What follows belongs to an exercise in optimizing a design on an open flow for small area; a production flow would make more cautious choices. The RTL was checked by simulation tests, not by an equivalence proof against the original design. The clock port is modelled as an ideal driver, which makes a skipped or thinned clock tree look cheaper than it is; a real chip needs a root buffer or a tree.

== delta ==
==> module Vending_Machine_Controller, before the edit <==
module Vending_Machine_Controller(
input clk, input reset, input  conf_switch,input i_nickel, input i_dime, input i_quarter,
input sw0, input sw1, input sw2, input sw3,
output reg  oled_Soda, output reg  oled_Chips, output reg  oled_ProteinBar,
output reg  oled_Water,output reg oled_Error,
 output [3:0] o_costMSB, output [3:0] o_costLSB,
 output [3:0] o_moneyMSB, output [3:0] o_moneyLSB,
 output reg [127:0] Page0, output reg [127:0] Page1, output reg [127:0] Page2, output reg [127:0] Page3
    );
    localparam [2:0] ZI = 3'd1,   
                     ZB = 3'd6,   
                     ZS = 3'd2,   
                     ZE = 3'd0,   
                     ZX = 3'd4,   
                     ZD = 3'd7,   
                     ZK = 3'd5,   
                     ZC = 3'd3;   
    reg [2:0] z;
    reg nx;
    reg [3:0] r;     
    reg [4:0] md;    
    reg ovf;         
    reg [4:0] cd;    
    assign o_costMSB = cd[4:1];
    assign o_costLSB = {1'b0, cd[0], 1'b0, cd[0]};
    assign o_moneyMSB = md[4:1];
    assign o_moneyLSB = {1'b0, md[0], 1'b0, md[0]};
    wire [3:0] sw = {sw3, sw2, sw1, sw0};
    wire too_much = (sw3 & (sw0 | sw1 | sw2)) | (sw1 & sw2);
    reg [4:0] c;
    always @* begin
        case (sw)
            4'b0001: c = 5'd5;
            4'b0010: c = 5'd10;
            4'b0100: c = 5'd13;
            4'b1000: c = 5'd16;
            4'b0011: c = 5'd15;
            4'b0101: c = 5'd18;
            default: c = 5'd0;
        endcase
    end
    wire [4:0] base = ovf ? 5'd19 : md;
    wire init_br = reset || ((z == ZI || z == ZC) && !nx);
    wire sel_br = (z == ZI && nx) || (z == ZB && !nx) || z == ZS || z == ZE || z == ZX;
    wire disp_br = z == ZB && nx;
    wire first_chg = z == ZD || z == ZK;
    wire [4:0] coin = {3'b000, i_dime, i_nickel} + (i_quarter ? 5'd5 : 5'd0);
    wire [4:0] opnd = sel_br ? coin : ~cd;
    wire [5:0] sum = {1'b0, base} + {1'b0, opnd} + {5'd0, !sel_br};
    wire s_ok = sum <= 6'd19;
    wire short = (sum == 6'd0) || (sum < {1'b0, c});
    wire disc = sw0 & sw2;
    always @(posedge clk) begin
        if (init_br) begin
            z <= ZI;
            nx <= !reset;
            r <= 4'd0;
            md <= 5'd0;
            ovf <= 1'b0;
            cd <= 5'd0;
        end else if (sel_br) begin
            r <= sw;
            if (!too_much) cd <= c;
            if (s_ok) begin
                md <= sum[4:0];
                ovf <= 1'b0;
            end else
                ovf <= 1'b1;
            nx <= 1'b0;
            if (!conf_switch) z <= ZB;
            else if (too_much) z <= ZX;
            else if (short) z <= ZE;
            else if (sw == 4'd0) z <= ZS;
            else begin
                z <= ZB;
                nx <= 1'b1;
            end
        end else if (disp_br) begin
            r <= sw;
            if (disc) cd <= cd - 5'd2;
            z <= disc ? ZK : ZD;
            nx <= 1'b0;
        end else begin
            if (first_chg) begin
                md <= sum[4:0];
                ovf <= 1'b0;
            end
            z <= ZC;
            nx <= |sw;
        end
    end
    localparam [127:0] T0 = "ENEB344         ",
                       T1 = "Vending Machine ",
                       T2 = "Giovanni Argueta",
                       BL = "                ",
                       M0 = "Water:SW3=0     ",
                       M1 = "Chips:SW2=0     ",
                       M2 = "PB:SW1=0DC:SW0=0",
                       BUY = "Buy: SW4=1      ",
                       SEL = "Select a prod   ",
                       ENT = "Enter more money",
                       DES = "Deselect prod(s)",
                       DSP = "....Dipensing...",
                       DIS = "Discount!20c off",
                       H0 = "Here's your     ",
                       H1 = "Change          ",
                       H2 = "Turn off all sws",
                       H3 = "to buy again    ";
    always @* begin
        oled_Water = 1'b0; oled_Chips = 1'b0; oled_ProteinBar = 1'b0; oled_Soda = 1'b0;
        oled_Error = 1'b0;
        case (z)
            ZI: begin
                Page0 = T0; Page1 = T1; Page2 = T2; Page3 = BL;
            end
            ZD, ZK: begin
                Page0 = BL; Page1 = BL; Page2 = DSP; Page3 = (z == ZK) ? DIS : BL;
                {oled_Soda, oled_ProteinBar, oled_Chips, oled_Water} = r;
            end
            ZC: begin
                Page0 = H0; Page1 = H1; Page2 = H2; Page3 = H3;
                {oled_Soda, oled_ProteinBar, oled_Chips, oled_Water} = r;
            end
            default: begin
                Page0 = M0 | {80'd0, 7'd0, r[0], 40'd0};
                Page1 = M1 | {80'd0, 7'd0, r[1], 40'd0};
                Page2 = M2 | {56'd0, 7'd0, r[2], 56'd0, 7'd0, r[3]};
                case (z)
                    ZS: Page3 = SEL;
                    ZE: Page3 = ENT;
                    ZX: Page3 = DES;
                    default: Page3 = BUY;
                endcase
                oled_Error = z != ZB;
            end
        endcase
    end
endmodule
clock: 30.0 ns
lec_check: 0
cap_margin: 0
core_area: 5 5 151 151
die_area: 0 0 156 156
gpl_timing_driven: 0
slew_margin: 0
standard.sh (not shown) runs the stock make flow with config.mk's settings and CLKGATE_MAP_FILE= SYNTH_SCRIPT=/design/flow/synth_recipe.tcl, a recipe that flattens the netlist after the stock synthesis.
==> flow/flow/run.sh <==
#!/bin/bash
# Layout flow: the standard flow (standard.sh) with these changes:
#  - after the standard synthesis, the combinational logic between the
#    registers is re-mapped for area (flow/resynth.tcl, trying the ABC
#    scripts in flow/abc/ and keeping the smallest); registers untouched;
#  - minimum-size port buffers;
#  - global placement not timing-driven (flow/pre_gpl.tcl removes the
#    synthesis buffers, as timing-driven placement would);
#  - the tie cells of constant outputs are paired so that no tie pin is left
#    unused (flow/ties_pair.tcl after floorplan, flow/ties_inv.tcl after
#    global placement);
#  - after global placement, the driver of a net with more than SPLIT_FANOUT
#    loads is duplicated per group of loads (flow/split_fanout.tcl);
#  - after CTS the clock tree is replaced by two buffers on the clock port,
#    each driving the registers near it (flow/clock_groups.tcl).
# Each tool's output goes to a log file of its own in this folder.
set -euo pipefail
F=$(pwd)/flow
R=$(pwd)/orfs/results/$FLOW_PLATFORM/Vending_Machine_Controller/base
LIB=$FLOW_HOME/platforms/$FLOW_PLATFORM/lib/sky130_fd_sc_hd__tt_025C_1v80.lib

bash standard.sh synth > make_synth.log 2>&1
cp $R/1_2_yosys.v std_synth.v
python3 $F/cellmodels.py $LIB cells.v > cellmodels.log 2>&1
RS_LIB=$LIB RS_CELLS=cells.v RS_IN=std_synth.v RS_TOP=$FLOW_TOP \
RS_DONT_USE="sky130_fd_sc_hd__probe_p_8 sky130_fd_sc_hd__probec_p_8 sky130_fd_sc_hd__lpflow_*" \
RS_ABC="$(ls $F/abc/*.abc | tr '\n' ' ')" RS_STAT=resynth_stat.txt RS_OUT=resynth.v \
  yosys -c $F/resynth.tcl > resynth.log 2>&1
cp resynth.v $R/1_2_yosys.v
SPLIT_FANOUT=25 CLOCK_GROUPS=2 CLOCK_PULL=0.5 CLOCK_GROUP_BUF=sky130_fd_sc_hd__clkbuf_4 bash standard.sh finish \
  "BUFFER_PORTS_ARGS=-buffer_cell sky130_fd_sc_hd__buf_1" \
  "CTS_ARGS=-sink_clustering_enable -repair_clock_nets -buf_list sky130_fd_sc_hd__clkbuf_4 -sink_clustering_size 50 -sink_clustering_max_diameter 400 -dont_use_dummy_load" \
  "PRE_GLOBAL_PLACE_TCL=$F/pre_gpl.tcl" \
  "POST_FLOORPLAN_TCL=$F/ties_pair.tcl" \
  "POST_GLOBAL_PLACE_TCL=$F/post_gpl.tcl" \
  "POST_CTS_TCL=$F/clock_groups.tcl" > make_finish.log 2>&1
Other scripts of this flow, unchanged in this note and not shown: flow/flow/abc/ds0.abc, flow/flow/abc/ds1.abc, flow/flow/abc/ds10.abc, flow/flow/abc/ds11.abc, flow/flow/abc/ds12.abc, flow/flow/abc/ds13.abc, flow/flow/abc/ds14.abc, flow/flow/abc/ds15.abc, flow/flow/abc/ds2.abc, flow/flow/abc/ds3.abc, flow/flow/abc/ds4.abc, flow/flow/abc/ds5.abc, flow/flow/abc/ds6.abc, flow/flow/abc/ds7.abc, flow/flow/abc/ds8.abc, flow/flow/abc/ds9.abc, flow/flow/cellmodels.py, flow/flow/clock_groups.tcl, flow/flow/post_gpl.tcl, flow/flow/pre_gpl.tcl, flow/flow/resynth.tcl, flow/flow/split_fanout.tcl, flow/flow/ties_inv.tcl, flow/flow/ties_pair.tcl
delta was carried through to the last stage, and its layout satisfied the timing, DRC and antenna checks.
Here is what was changed in the inputs of violet compared with delta.
==> flow/design.v <==
module Vending_Machine_Controller(
input clk, input reset, input  conf_switch,input i_nickel, input i_dime, input i_quarter,
input sw0, input sw1, input sw2, input sw3,
output reg  oled_Soda, output reg  oled_Chips, output reg  oled_ProteinBar,
output reg  oled_Water,output reg oled_Error,
 output [3:0] o_costMSB, output [3:0] o_costLSB,
 output [3:0] o_moneyMSB, output [3:0] o_moneyLSB,
 output reg [127:0] Page0, output reg [127:0] Page1, output reg [127:0] Page2, output reg [127:0] Page3
    );
    localparam [2:0] ZI = 3'd3,   
                     ZB = 3'd5,   
                     ZP = 3'd4,   
                     ZS = 3'd7,   
                     ZE = 3'd6,   
                     ZX = 3'd2,   
                     ZD = 3'd1,   
                     ZC = 3'd0;   
    reg [2:0] z;
    reg [3:0] r;     
    reg [4:0] md;    
    reg ovf;
    reg [4:0] cd;    
    assign o_costMSB = cd[4:1];
    assign o_costLSB = {1'b0, cd[0], 1'b0, cd[0]};
    assign o_moneyMSB = md[4:1];
    assign o_moneyLSB = {1'b0, md[0], 1'b0, md[0]};
    wire [3:0] sw = {sw3, sw2, sw1, sw0};
    wire disc = sw0 & sw2;
    wire too_much = (sw3 & (sw0 | sw1 | sw2)) | (sw1 & sw2);
    reg [4:0] c;
    always @* begin
        case (sw)
            4'b0001: c = 5'd5;
            4'b0010: c = 5'd10;
            4'b0100: c = 5'd13;
            4'b1000: c = 5'd16;
            4'b0011: c = 5'd15;
            4'b0101: c = 5'd18;
            default: c = 5'd0;
        endcase
    end
    wire [4:0] base = ovf ? 5'd19 : md;
    wire init_br = (z == ZI && ovf) || (z == ZC && !ovf);
    wire sel_br = (z == ZI && !ovf) || z == ZB || z == ZS || z == ZE || z == ZX;
    wire disp_br = z == ZP;
    wire first_chg = z == ZD;
    wire [4:0] coin = {3'b000, i_dime, i_nickel} + (i_quarter ? 5'd5 : 5'd0);
    wire [4:0] opnd = sel_br ? coin : ~cd;
    wire [5:0] sum = {1'b0, base} + {1'b0, opnd} + {5'd0, !sel_br};
    wire s_ok = sum <= 6'd19;
    wire short = (sum == 6'd0) || (sum < {1'b0, c});
    always @(posedge clk) begin
        if (reset) begin
            z <= ZI;
            ovf <= 1'b1;
            r <= 4'd0;
            md <= 5'd0;
            cd <= 5'd0;
        end else if (init_br) begin
            z <= ZI;
            ovf <= 1'b0;
            r <= 4'd0;
            md <= 5'd0;
            cd <= 5'd0;
        end else if (sel_br) begin
            r <= sw;
            if (!too_much) cd <= c;
            if (s_ok) begin
                md <= sum[4:0];
                ovf <= 1'b0;
            end else
                ovf <= 1'b1;
            if (!conf_switch) z <= ZB;
            else if (too_much) z <= ZX;
            else if (short) z <= ZE;
            else if (sw == 4'd0) z <= ZS;
            else z <= ZP;
        end else if (disp_br) begin
            r <= sw;
            if (disc) cd <= cd - 5'd2;
            z <= ZD;
        end else begin
            if (first_chg) md <= sum[4:0];
            z <= ZC;
            ovf <= |sw;
        end
    end
    localparam [127:0] T0 = "ENEB344         ",
                       T1 = "Vending Machine ",
                       T2 = "Giovanni Argueta",
                       BL = "                ",
                       M0 = "Water:SW3=0     ",
                       M1 = "Chips:SW2=0     ",
                       M2 = "PB:SW1=0DC:SW0=0",
                       BUY = "Buy: SW4=1      ",
                       SEL = "Select a prod   ",
                       ENT = "Enter more money",
                       DES = "Deselect prod(s)",
                       DSP = "....Dipensing...",
                       DIS = "Discount!20c off",
                       H0 = "Here's your     ",
                       H1 = "Change          ",
                       H2 = "Turn off all sws",
                       H3 = "to buy again    ";
    always @* begin
        oled_Water = 1'b0; oled_Chips = 1'b0; oled_ProteinBar = 1'b0; oled_Soda = 1'b0;
        oled_Error = 1'b0;
        case (z)
            ZI: begin
                Page0 = T0; Page1 = T1; Page2 = T2; Page3 = BL;
            end
            ZD: begin
                Page0 = BL; Page1 = BL; Page2 = DSP; Page3 = (r[0] & r[2]) ? DIS : BL;
                {oled_Soda, oled_ProteinBar, oled_Chips, oled_Water} = r;
            end
            ZC: begin
                Page0 = H0; Page1 = H1; Page2 = H2; Page3 = H3;
                {oled_Soda, oled_ProteinBar, oled_Chips, oled_Water} = r;
            end
            default: begin
                Page0 = M0 | {80'd0, 7'd0, r[0], 40'd0};
                Page1 = M1 | {80'd0, 7'd0, r[1], 40'd0};
                Page2 = M2 | {56'd0, 7'd0, r[2], 56'd0, 7'd0, r[3]};
                case (z)
                    ZS: Page3 = SEL;
                    ZE: Page3 = ENT;
                    ZX: Page3 = DES;
                    default: Page3 = BUY;
                endcase
                oled_Error = z == ZS || z == ZE || z == ZX;
            end
        endcase
    end
endmodule
==> notes.md <==
Compared with delta, in violet maximum frequency +about 4%; headroom to the max-slew limit -10 points; final core utilization ~0 delta. Relative to delta, final layout net count has decreased by about 0.8% in violet. Status: design area parity (delta, violet).
In every run of this note, the design's own scripts or RTL, not TritonCTS, make the clock network.

afterwards: timing with drivers on the ports:
The flow's constraints put no driver on any port. The routed layouts listed below were extracted and timed again, unchanged, in two steps.
Step 1: set_driving_cell puts a clkbuf_16 on clk and a buf_2 on each other input, an assumption about the parent block.
Step 2 times the ports against the registers' clock, not the clock port: input delays grow and output delays shrink by t, the midpoint of the rising clock arrivals with the driver on.
Three values: ideal, step 1, step 2; two values: the first two.
run | t (ns) | setup WS [ns] | latest minus earliest clock arrival (ns)
delta | 0.197 | 19.200 / 19.163 / 19.360 | 0.018 / 0.018
violet | 0.188 | 19.607 / 19.572 / 19.760 | 0.016 / 0.016
After both steps setup and hold are still met in every run listed.
